Source: an optimization exercise on an open RTL-to-GDS flow (aim: small area, a short achievable clock period and few clock cycles per item). Production flows keep margins and buffers that such runs may drop. For this run, only the layout was checked, not whether the RTL still works. Power is estimated from default activity; no workload was simulated.

File: flow/config.mk
export PLATFORM = sky130hd
export DESIGN_NAME = multiplier_1
export DESIGN_NICKNAME = multiplier_1
export VERILOG_FILES = /design/flow/design.v
export SDC_FILE = /design/flow/constraint.sdc
export NUM_CORES = 4
export LEC_CHECK = 0
export CAP_MARGIN = 20
export CORE_MARGIN = 2
export CORE_UTILIZATION = 40
export PLACE_DENSITY = 0.6
export SETUP_SLACK_MARGIN = 1.6
export SLEW_MARGIN = 20
File: flow/constraint.sdc
create_clock -name core_clock -period 5.0 [get_ports {clk}]
set_input_delay 1.0000 -clock core_clock [delete_from_list [all_inputs] [get_ports {clk}]]
set_output_delay 1.0000 -clock core_clock [all_outputs]
set_load 0.01 [all_outputs]
File: flow/design.v
module multiplier_1(
    input clk,
    input res_n,
    input start,
    output reg done,
    input [15:0] arg1,
    input [15:0] arg2,
    output reg [31:0] product
    );
    reg [1:0] cnt;             
    reg busy;                      
    reg [15:0] S, C;               
    reg [3:0] LS, LC;              
    reg [11:0] L;                  
    wire [15:0] b = arg2;          
    reg [3:0] xr;                 
    wire [3:0] x = busy ? xr : b[3:0];
    wire [19:0] ha = {S, LS}, hb = {C, LC};
    wire [19:0] hp = ha ^ hb, hg0 = ha & hb;
    wire [19:0] kg0 = hg0, kp0 = hp;
    wire [19:0] kg1 = {kg0[19] | (kp0[19] & kg0[18]), kg0[18] | (kp0[18] & kg0[17]), kg0[17] | (kp0[17] & kg0[16]), kg0[16] | (kp0[16] & kg0[15]), kg0[15] | (kp0[15] & kg0[14]), kg0[14] | (kp0[14] & kg0[13]), kg0[13] | (kp0[13] & kg0[12]), kg0[12] | (kp0[12] & kg0[11]), kg0[11] | (kp0[11] & kg0[10]), kg0[10] | (kp0[10] & kg0[9]), kg0[9] | (kp0[9] & kg0[8]), kg0[8] | (kp0[8] & kg0[7]), kg0[7] | (kp0[7] & kg0[6]), kg0[6] | (kp0[6] & kg0[5]), kg0[5] | (kp0[5] & kg0[4]), kg0[4] | (kp0[4] & kg0[3]), kg0[3] | (kp0[3] & kg0[2]), kg0[2] | (kp0[2] & kg0[1]), kg0[1] | (kp0[1] & kg0[0]), kg0[0]};
    wire [19:0] kp1 = {kp0[19] & kp0[18], kp0[18] & kp0[17], kp0[17] & kp0[16], kp0[16] & kp0[15], kp0[15] & kp0[14], kp0[14] & kp0[13], kp0[13] & kp0[12], kp0[12] & kp0[11], kp0[11] & kp0[10], kp0[10] & kp0[9], kp0[9] & kp0[8], kp0[8] & kp0[7], kp0[7] & kp0[6], kp0[6] & kp0[5], kp0[5] & kp0[4], kp0[4] & kp0[3], kp0[3] & kp0[2], kp0[2] & kp0[1], kp0[1] & kp0[0], kp0[0]};
    wire [19:0] kg2 = {kg1[19] | (kp1[19] & kg1[17]), kg1[18] | (kp1[18] & kg1[16]), kg1[17] | (kp1[17] & kg1[15]), kg1[16] | (kp1[16] & kg1[14]), kg1[15] | (kp1[15] & kg1[13]), kg1[14] | (kp1[14] & kg1[12]), kg1[13] | (kp1[13] & kg1[11]), kg1[12] | (kp1[12] & kg1[10]), kg1[11] | (kp1[11] & kg1[9]), kg1[10] | (kp1[10] & kg1[8]), kg1[9] | (kp1[9] & kg1[7]), kg1[8] | (kp1[8] & kg1[6]), kg1[7] | (kp1[7] & kg1[5]), kg1[6] | (kp1[6] & kg1[4]), kg1[5] | (kp1[5] & kg1[3]), kg1[4] | (kp1[4] & kg1[2]), kg1[3] | (kp1[3] & kg1[1]), kg1[2] | (kp1[2] & kg1[0]), kg1[1], kg1[0]};
    wire [19:0] kp2 = {kp1[19] & kp1[17], kp1[18] & kp1[16], kp1[17] & kp1[15], kp1[16] & kp1[14], kp1[15] & kp1[13], kp1[14] & kp1[12], kp1[13] & kp1[11], kp1[12] & kp1[10], kp1[11] & kp1[9], kp1[10] & kp1[8], kp1[9] & kp1[7], kp1[8] & kp1[6], kp1[7] & kp1[5], kp1[6] & kp1[4], kp1[5] & kp1[3], kp1[4] & kp1[2], kp1[3] & kp1[1], kp1[2] & kp1[0], kp1[1], kp1[0]};
    wire [19:0] kg3 = {kg2[19] | (kp2[19] & kg2[15]), kg2[18] | (kp2[18] & kg2[14]), kg2[17] | (kp2[17] & kg2[13]), kg2[16] | (kp2[16] & kg2[12]), kg2[15] | (kp2[15] & kg2[11]), kg2[14] | (kp2[14] & kg2[10]), kg2[13] | (kp2[13] & kg2[9]), kg2[12] | (kp2[12] & kg2[8]), kg2[11] | (kp2[11] & kg2[7]), kg2[10] | (kp2[10] & kg2[6]), kg2[9] | (kp2[9] & kg2[5]), kg2[8] | (kp2[8] & kg2[4]), kg2[7] | (kp2[7] & kg2[3]), kg2[6] | (kp2[6] & kg2[2]), kg2[5] | (kp2[5] & kg2[1]), kg2[4] | (kp2[4] & kg2[0]), kg2[3], kg2[2], kg2[1], kg2[0]};
    wire [19:0] kp3 = {kp2[19] & kp2[15], kp2[18] & kp2[14], kp2[17] & kp2[13], kp2[16] & kp2[12], kp2[15] & kp2[11], kp2[14] & kp2[10], kp2[13] & kp2[9], kp2[12] & kp2[8], kp2[11] & kp2[7], kp2[10] & kp2[6], kp2[9] & kp2[5], kp2[8] & kp2[4], kp2[7] & kp2[3], kp2[6] & kp2[2], kp2[5] & kp2[1], kp2[4] & kp2[0], kp2[3], kp2[2], kp2[1], kp2[0]};
    wire [19:0] kg4 = {kg3[19] | (kp3[19] & kg3[11]), kg3[18] | (kp3[18] & kg3[10]), kg3[17] | (kp3[17] & kg3[9]), kg3[16] | (kp3[16] & kg3[8]), kg3[15] | (kp3[15] & kg3[7]), kg3[14] | (kp3[14] & kg3[6]), kg3[13] | (kp3[13] & kg3[5]), kg3[12] | (kp3[12] & kg3[4]), kg3[11] | (kp3[11] & kg3[3]), kg3[10] | (kp3[10] & kg3[2]), kg3[9] | (kp3[9] & kg3[1]), kg3[8] | (kp3[8] & kg3[0]), kg3[7], kg3[6], kg3[5], kg3[4], kg3[3], kg3[2], kg3[1], kg3[0]};
    wire [19:0] kp4 = {kp3[19] & kp3[11], kp3[18] & kp3[10], kp3[17] & kp3[9], kp3[16] & kp3[8], kp3[15] & kp3[7], kp3[14] & kp3[6], kp3[13] & kp3[5], kp3[12] & kp3[4], kp3[11] & kp3[3], kp3[10] & kp3[2], kp3[9] & kp3[1], kp3[8] & kp3[0], kp3[7], kp3[6], kp3[5], kp3[4], kp3[3], kp3[2], kp3[1], kp3[0]};
    wire [19:0] kg5 = {kg4[19] | (kp4[19] & kg4[3]), kg4[18] | (kp4[18] & kg4[2]), kg4[17] | (kp4[17] & kg4[1]), kg4[16] | (kp4[16] & kg4[0]), kg4[15], kg4[14], kg4[13], kg4[12], kg4[11], kg4[10], kg4[9], kg4[8], kg4[7], kg4[6], kg4[5], kg4[4], kg4[3], kg4[2], kg4[1], kg4[0]};
    wire [19:0] kp5 = {kp4[19] & kp4[3], kp4[18] & kp4[2], kp4[17] & kp4[1], kp4[16] & kp4[0], kp4[15], kp4[14], kp4[13], kp4[12], kp4[11], kp4[10], kp4[9], kp4[8], kp4[7], kp4[6], kp4[5], kp4[4], kp4[3], kp4[2], kp4[1], kp4[0]};
    wire [19:0] hi = hp ^ {kg5[18:0], 1'b0};
    wire [4:0] lo = {hi[4] ^ S[0] ^ C[0], hi[3:0]};   
    wire [15:0] as = busy ? S : 16'd0;
    wire [15:0] ac = busy ? C : 16'd0;
    wire aci = busy & lo[4];
    wire [15:0] pp0 = x[0] ? arg1 : 16'd0;
    wire [15:0] pp1 = x[1] ? arg1 : 16'd0;
    wire [15:0] pp2 = x[2] ? arg1 : 16'd0;
    wire [15:0] pp3 = x[3] ? arg1 : 16'd0;
    wire s1;
    wire c2;
    wire s3;
    wire c4;
    wire s5;
    wire c6;
    wire s7;
    wire c8;
    wire s9;
    wire c10;
    wire s11;
    wire c12;
    wire s13;
    wire c14;
    wire s15;
    wire c16;
    wire s17;
    wire c18;
    wire s19;
    wire c20;
    wire s21;
    wire c22;
    wire s23;
    wire c24;
    wire s25;
    wire c26;
    wire s27;
    wire c28;
    wire s29;
    wire c30;
    wire s31;
    wire c32;
    wire s33;
    wire c34;
    wire s35;
    wire c36;
    wire s37;
    wire c38;
    wire s39;
    wire c40;
    wire s41;
    wire c42;
    wire s43;
    wire c44;
    wire s45;
    wire c46;
    wire s47;
    wire c48;
    wire s49;
    wire c50;
    wire s51;
    wire c52;
    wire s53;
    wire c54;
    wire s55;
    wire c56;
    wire s57;
    wire c58;
    wire s59;
    wire c60;
    wire s61;
    wire c62;
    wire s63;
    wire c64;
    wire s65;
    wire c66;
    wire s67;
    wire c68;
    wire s69;
    wire c70;
    wire s71;
    wire c72;
    wire s73;
    wire c74;
    wire s75;
    wire c76;
    wire s77;
    wire c78;
    wire s79;
    wire c80;
    wire s81;
    wire c82;
    wire s83;
    wire c84;
    wire s85;
    wire c86;
    wire s87;
    wire c88;
    wire s89;
    wire c90;
    wire s91;
    wire c92;
    wire s93;
    wire c94;
    wire s95;
    wire c96;
    wire s97;
    wire c98;
    wire s99;
    wire c100;
    wire s101;
    wire c102;
    wire s103;
    wire c104;
    wire s105;
    wire c106;
    wire s107;
    wire c108;
    wire s109;
    wire c110;
    wire s111;
    wire c112;
    wire s113;
    wire c114;
    wire s115;
    wire c116;
    wire s117;
    wire c118;
    wire s119;
    wire c120;
    wire s121;
    wire c122;
    wire s123;
    wire c124;
    wire s125;
    wire c126;
    wire s127;
    wire c128;
    wire s129;
    wire c130;
    assign {c2, s1} = as[2] + ac[2];
    assign {c4, s3} = as[3] + ac[3] + pp0[3];
    assign {c6, s5} = pp1[2] + pp2[1];
    assign {c8, s7} = as[4] + ac[4] + pp0[4];
    assign {c10, s9} = pp1[3] + pp2[2] + pp3[1];
    assign {c12, s11} = as[5] + ac[5] + pp0[5];
    assign {c14, s13} = pp1[4] + pp2[3] + pp3[2];
    assign {c16, s15} = as[6] + ac[6] + pp0[6];
    assign {c18, s17} = pp1[5] + pp2[4] + pp3[3];
    assign {c20, s19} = as[7] + ac[7] + pp0[7];
    assign {c22, s21} = pp1[6] + pp2[5] + pp3[4];
    assign {c24, s23} = as[8] + ac[8] + pp0[8];
    assign {c26, s25} = pp1[7] + pp2[6] + pp3[5];
    assign {c28, s27} = as[9] + ac[9] + pp0[9];
    assign {c30, s29} = pp1[8] + pp2[7] + pp3[6];
    assign {c32, s31} = as[10] + ac[10] + pp0[10];
    assign {c34, s33} = pp1[9] + pp2[8] + pp3[7];
    assign {c36, s35} = as[11] + ac[11] + pp0[11];
    assign {c38, s37} = pp1[10] + pp2[9] + pp3[8];
    assign {c40, s39} = as[12] + ac[12] + pp0[12];
    assign {c42, s41} = pp1[11] + pp2[10] + pp3[9];
    assign {c44, s43} = as[13] + ac[13] + pp0[13];
    assign {c46, s45} = pp1[12] + pp2[11] + pp3[10];
    assign {c48, s47} = as[14] + ac[14] + pp0[14];
    assign {c50, s49} = pp1[13] + pp2[12] + pp3[11];
    assign {c52, s51} = as[15] + ac[15] + pp0[15];
    assign {c54, s53} = pp1[14] + pp2[13] + pp3[12];
    assign {c56, s55} = pp1[15] + pp2[14];
    assign {c58, s57} = as[0] + ac[0];
    assign {c60, s59} = as[1] + ac[1] + pp0[1];
    assign {c62, s61} = s1 + pp0[2] + pp1[1];
    assign {c64, s63} = s3 + s5 + pp3[0];
    assign {c66, s65} = s7 + s9 + c4;
    assign {c68, s67} = s11 + s13 + c8;
    assign {c70, s69} = s15 + s17 + c12;
    assign {c72, s71} = s19 + s21 + c16;
    assign {c74, s73} = s23 + s25 + c20;
    assign {c76, s75} = s27 + s29 + c24;
    assign {c78, s77} = s31 + s33 + c28;
    assign {c80, s79} = s35 + s37 + c32;
    assign {c82, s81} = s39 + s41 + c36;
    assign {c84, s83} = s43 + s45 + c40;
    assign {c86, s85} = s47 + s49 + c44;
    assign {c88, s87} = s51 + s53 + c48;
    assign {c90, s89} = s55 + pp3[13] + c52;
    assign {c92, s91} = pp2[15] + pp3[14];
    assign {c94, s93} = s57 + aci;
    assign {c96, s95} = s59 + pp1[0] + c58;
    assign {c98, s97} = s61 + pp2[0] + c60;
    assign {c100, s99} = s63 + c2 + c62;
    assign {c102, s101} = s65 + c6 + c64;
    assign {c104, s103} = s67 + c10 + c66;
    assign {c106, s105} = s69 + c14 + c68;
    assign {c108, s107} = s71 + c18 + c70;
    assign {c110, s109} = s73 + c22 + c72;
    assign {c112, s111} = s75 + c26 + c74;
    assign {c114, s113} = s77 + c30 + c76;
    assign {c116, s115} = s79 + c34 + c78;
    assign {c118, s117} = s81 + c38 + c80;
    assign {c120, s119} = s83 + c42 + c82;
    assign {c122, s121} = s85 + c46 + c84;
    assign {c124, s123} = s87 + c50 + c86;
    assign {c126, s125} = s89 + c54 + c88;
    assign {c128, s127} = s91 + c56 + c90;
    assign {c130, s129} = pp3[15] + c92;
    wire [19:0] ra = {c130, s129, s127, s125, s123, s121, s119, s117, s115, s113, s111, s109, s107, s105, s103, s101, s99, s97, s95, s93};
    wire [19:0] rb = {1'b0, c128, c126, c124, c122, c120, c118, c116, c114, c112, c110, c108, c106, c104, c102, c100, c98, c96, c94, pp0[0]};
    always @(*) product = {hi[19:0], L};
    always @(posedge clk) begin
        if (!res_n) begin
            done <= 1'b0;
            busy <= 1'b0;
            cnt <= 0;
        end else if (!done && (busy || start)) begin
            cnt <= (cnt == 3) ? 0 : cnt + 1'b1;
            busy <= (cnt != 3);
            if (cnt == 3) done <= 1'b1;
        end
        if (!done) begin
            S <= ra[19:4];
            C <= rb[19:4];
            LS <= ra[3:0];
            LC <= rb[3:0];
            L <= {lo[3:0], L[11:4]};
        end
        case (cnt)
            0: xr <= b[7:4];
            1: xr <= b[11:8];
            default: xr <= b[15:12];
        endcase
    end
endmodule
File: flow/flow/run.sh
#!/bin/bash
# The standard layout, with every port buffered by a small buffer
# (sky130_fd_sc_hd__buf_1) instead of the default choice.
set -euo pipefail
bash standard.sh BUFFER_PORTS_ARGS="-buffer_cell sky130_fd_sc_hd__buf_1" > standard.log 2>&1
File: flow/standard.sh
#!/bin/bash
# synth_recipe.tcl (not shown) runs the flow's synth.tcl, then flattens the netlist and writes it again
# the make line also repeats each setting of config.mk as NAME=value (left out here)
make -C /OpenROAD-flow-scripts/flow DESIGN_CONFIG=/design/flow/config.mk WORK_HOME=/design/flow/orfs CLKGATE_MAP_FILE= SYNTH_SCRIPT=/design/flow/synth_recipe.tcl "${@:-finish}"
==> notes.md <==
Yosys:
- The count of state elements after synthesis is 59.
- The gate count after technology mapping is 435.
- The average instance in the mapped netlist occupies 11.1 um2.
- The combined area of all synthesized cells is 4820 um2.
- The count of synthesis-stage warnings from yosys is 1.
- The number of different library cells used by synthesis comes to 46.
- For this run, the register share of the synthesized area comes to 0.351.
- The count of flip-flops with a built-in enable after synthesis is roughly 50.
- Among all flip-flop cells after synthesis, the most frequent one is edfxtp_1.
- Counting every net in the synthesized netlist gives 558.
- The proportion of register bits with asynchronous set or reset after synthesis is 0.

Worst setup path:
- The kind of start point of the critical path is a flop.
- STA puts the critical path data arrival time at between 2 and 3 ns.
- Along the worst path, the maximum fanout reaches 3.
- The worst setup path is of the reg2out kind.
- The critical path endpoint category is an output port.
- STA puts the critical path data required time at 4.00 ns.

Route:
- The highest signal layer in the routed design is met4.
- The iteration-0 DRC count of the detailed router is 193.
- The routed length on met1 is 4.92 mm.
- The routed design has 10.5 mm of wire.
- Once detail routing completed, the nets flagged for antenna violations numbered 0.
- The length of the first detailed-routing pass in iterations is 4.
- The count of unresolved DRC violations after routing is 0.
- After detailed routing, the average wire length per cell comes to 15.6 um.
- After detailed routing, the met3 layer carries 547 um of wire.
- The via-per-instance ratio is roughly 5.
- The met2 wire length is 4.90 mm.
- The vias after detailed routing is 3402.

CTS:
- The clock insertion delay at the later pin of the skew report is 0.34 ns.
- The clock tree from TritonCTS is yes.
- The deepest level of the CTS H-tree is 3.
- The clock transition at the registers of the reported paths is approximately 0.05 ns.
- The maximum number of buffers from clock root to sink is 2.
- The quantity of hold-fixing buffers added after cts is 0.
- The sink count of the clock tree is 59.
- The clock tree root buffer cell is clkbuf_16.
- The clock buffer count from CTS is 9.

Floorplanning:
- For this configuration, the core starts out at a cell density of 0.406.
- The count of boundary I/O pins is 68.
- The die covers 12900 um2.
- The die is around 110 um wide.
- The floorplan step set the die height to 114 um.
- The core footprint is 11900 um2.
- The initialized floorplan defines 40 standard-cell rows.

STA:
- The final cycle utilization of the critical path is 0.711.
- Timing would allow up to 281 MHz.
- The slew at the pin closest to its max-slew limit is 0.726 ns.
- Setup repair after global routing could not meet its margin everywhere.
- The total setup violations reported at the end of the flow is 0.
- The worst slew margin relative to its limit is 0.516.
- The number of endpoints with negative hold slack in the final report came to 0.
- Setup total negative slack on the finished layout was measured at 0 ns.
- The number of max-slew violations in the final report is 0.
- The final critical path time including I/O delays and setup is between 3 and 4 ns.
- The worst clock skew on the final layout is 0.00578 ns.

Power:
- The switching share of power is 0.402.
- VDD sags by at most 0.000218 V.
- The proportion of power drawn by combinational gates is 0.562.
- The static power due to leakage is about 2.8 nW.
- The share of total power dissipated in sequential elements is 0.244.
- The internal power component is 2.36 mW.
- The share of total power dissipated in the clock network is 0.193.
- Power comes to 3.94 mW.
- The power per cell area is 665 nW/um2.
- The switching power is 1.58 mW.

Final layout:
- In the final layout, the share of cells above drive strength 1 is 0.146.
- The library cell used most frequently in the layout, excluding fill and tap cells, is nand2_1.
- The area growth from synthesis to layout is 22.9%.
- 0 antenna diodes ended up in the layout.
- The net count of the finished layout is between 600 and 700.
- Leaving out fill and tap cells, the most frequent cells in the layout are nand2_1, fa_1, buf_1, inv_1, edfxtp_1.
- The count of non-filler cells in the finished layout is between 600 and 700.

Hold path:
- The class of the tightest hold or removal check is reg2reg.

Global routing:
- The first global-routing pass estimated 17.4 mm of wire.
- The all-layer global routing usage is 0.174.
- The initial antenna violation count is 0.
- The pin count of the biggest net entering global routing is 56.
- The residual overflow from global routing is 0.
- The via count of the first global-routing pass is ~3500.

Run status:
- The flow ran to the end and the layout has no timing, DRC or antenna violations.

Flow run:
- Across the run, the number of max-cap violations was 0.

Place:
- Including well taps, the total number of placed cells is 640.
- Port buffering added 67 buffers.
- The HPWL after detailed placement is 7.88 mm.
- The placer's final routability congestion estimate is 0.814.
==> sequential cells by signal, indices dropped and copies added (netlist names) <==
name	count
L	12
xr	4
C	15
cnt	2
busy	1
done	1
LC	4
LS	4
S	16
==> worst paths after layout <==
| path | startpoint | slack, ns | endpoint | cells after the start |
|---|---|---|---|---|
| min reg2reg | L[8]$_DFFE_PN_ | 0.45 | L[4]$_DFFE_PN_ | 0 |
| min | L[8]$_DFFE_PN_ | 0.45 | L[4]$_DFFE_PN_ | 0 |
| max | LC[0]$_SDFFCE_PN0N_ | 1.44 | product[30] | 8 |
| max reg2reg | busy$_SDFFE_PN0P_ | 2.05 | LS[3]$_DFFE_PN_ | 7 |
==> stage by stage <==
| stage | area (um2) | hold slack, ns | setup WS, ns | utilization |
|---|---|---|---|---|
| detailed placement | 5220 | 0.442 | 1.48 | 0.440 |
| floorplan | 4820 | 0.490 | 1.61 | - |
| finish | 5920 | 0.449 | 1.44 | 0.499 |
| CTS | 5810 | 0.456 | 1.46 | 0.490 |
| global placement | 5220 | 0.436 | 1.53 | 0.440 |
| global route | 5920 | 0.465 | 1.31 | 0.499 |
==> layer usage <==
metal  GRT usage  up-vias
met5           0        -
met1       0.239     1680
met2       0.274       82
li1            -     1628
met4      0.0593        0
met3      0.0414       12
==> synth_stat cells (all sizes together), types with 2 or more instances <==
cell	number	share of area
a211oi	3	0.0067
nand4	2	0.0026
clkbuf	9	0.0070
o211a	2	0.0042
a31oi	4	0.0052
a22oi	4	0.0062
a21oi	12	0.012
ha	30	0.078
fa	58	0.24
o21ai	7	0.0073
o2111a	2	0.0047
edfxtp	51	0.32
dfxtp	8	0.033
and2	40	0.052
inv	56	0.044
nand3	2	0.0021
xor2	3	0.0055
a221o	2	0.0042
mux2i	2	0.0042
o21a	3	0.0047
mux2	5	0.012
xnor2	13	0.024
nand2	69	0.054
o211ai	2	0.0031
nor3	3	0.0031
a21o	13	0.020
and3	3	0.0039
buf	2	0.0039
nor2	11	0.0086
==> area by class of cell <==
| class | instances | area (um2) |
|---|---|---|
| Timing Repair Buffer | 86 | 415 |
| Clock buffer | 9 | 225 |
| Sequential cell | 59 | 1690 |
| Clock inverter | 7 | 140 |
| Fill cell | 1095 | 5940 |
| Inverter | 56 | 210 |
| Multi-Input combinational cell | 309 | 3060 |
| Tap cell | 147 | 184 |
==> worst max-delay path, cell delays in order (launching register included) <==
cell      delay [ns]
edfxtp_1        0.42
ha_4            0.19
fa_2            0.34
a21o_1          0.20
a221oi_4        0.39
nor4_4          0.09
o2111a_1        0.25
a311oi_2        0.17
buf_2           0.17
==> cell families after synthesis <==
logic type                 Yosys count  synth area share
AOI/OAI and AO/OA                   64            0.0981
DFF                                 59             0.351
and+or+nand+nor                    134             0.133
buffers and inverters               67            0.0545
adders and majority gates           88             0.319
xor gates and xnor gates            16            0.0291
muxes                                7            0.0158
==> power groups by stage <==
stage	sequential, mW	combinational, mW	clock [mW]
6_report	0.962	2.21	0.760
5_1_grt	0.991	2.46	0.793
2_1_floorplan	0.933	1.35	0
4_1_cts	0.963	2.11	0.776
3_5_place_dp	0.956	1.86	0
3_3_place_gp	0.947	1.82	0
==> what timing repair did <==
item | in CTS | in global routing
setup buffers | 11 | 6
pin swaps | 10 | 8
setup endpoints to repair | 11 | 13
cloned | 0 | 0
resized for setup | 29 | 20

static timing again, ports no longer ideal:
The results above use ideal ports. As a check the final layout listed here was re-extracted and re-timed, cells and wires unchanged. Step 1: set_driving_cell puts a clkbuf_16 on clk and a buf_2 on each other input, an assumption about the parent block. Step 2 also shifts input and output timing later by t, the mid clock arrival at the registers, as if the neighbouring blocks saw the same clock. Slacks: no drivers / after step 1 / after step 2; pairs: no drivers / after step 1.
shift t [ns]: 0.375
setup slack, ns: 1.445 / 1.407 / 1.492
worst setup path after step 2: input to register
clock arrival spread, ns: 0.006 / 0.006
worst slew at a driven data input, ns: 0.04
After both steps setup and hold are still met in this run. For this run, drivers alone change the setup slack by -0.038 ns; drivers and shift together by +0.047 ns.
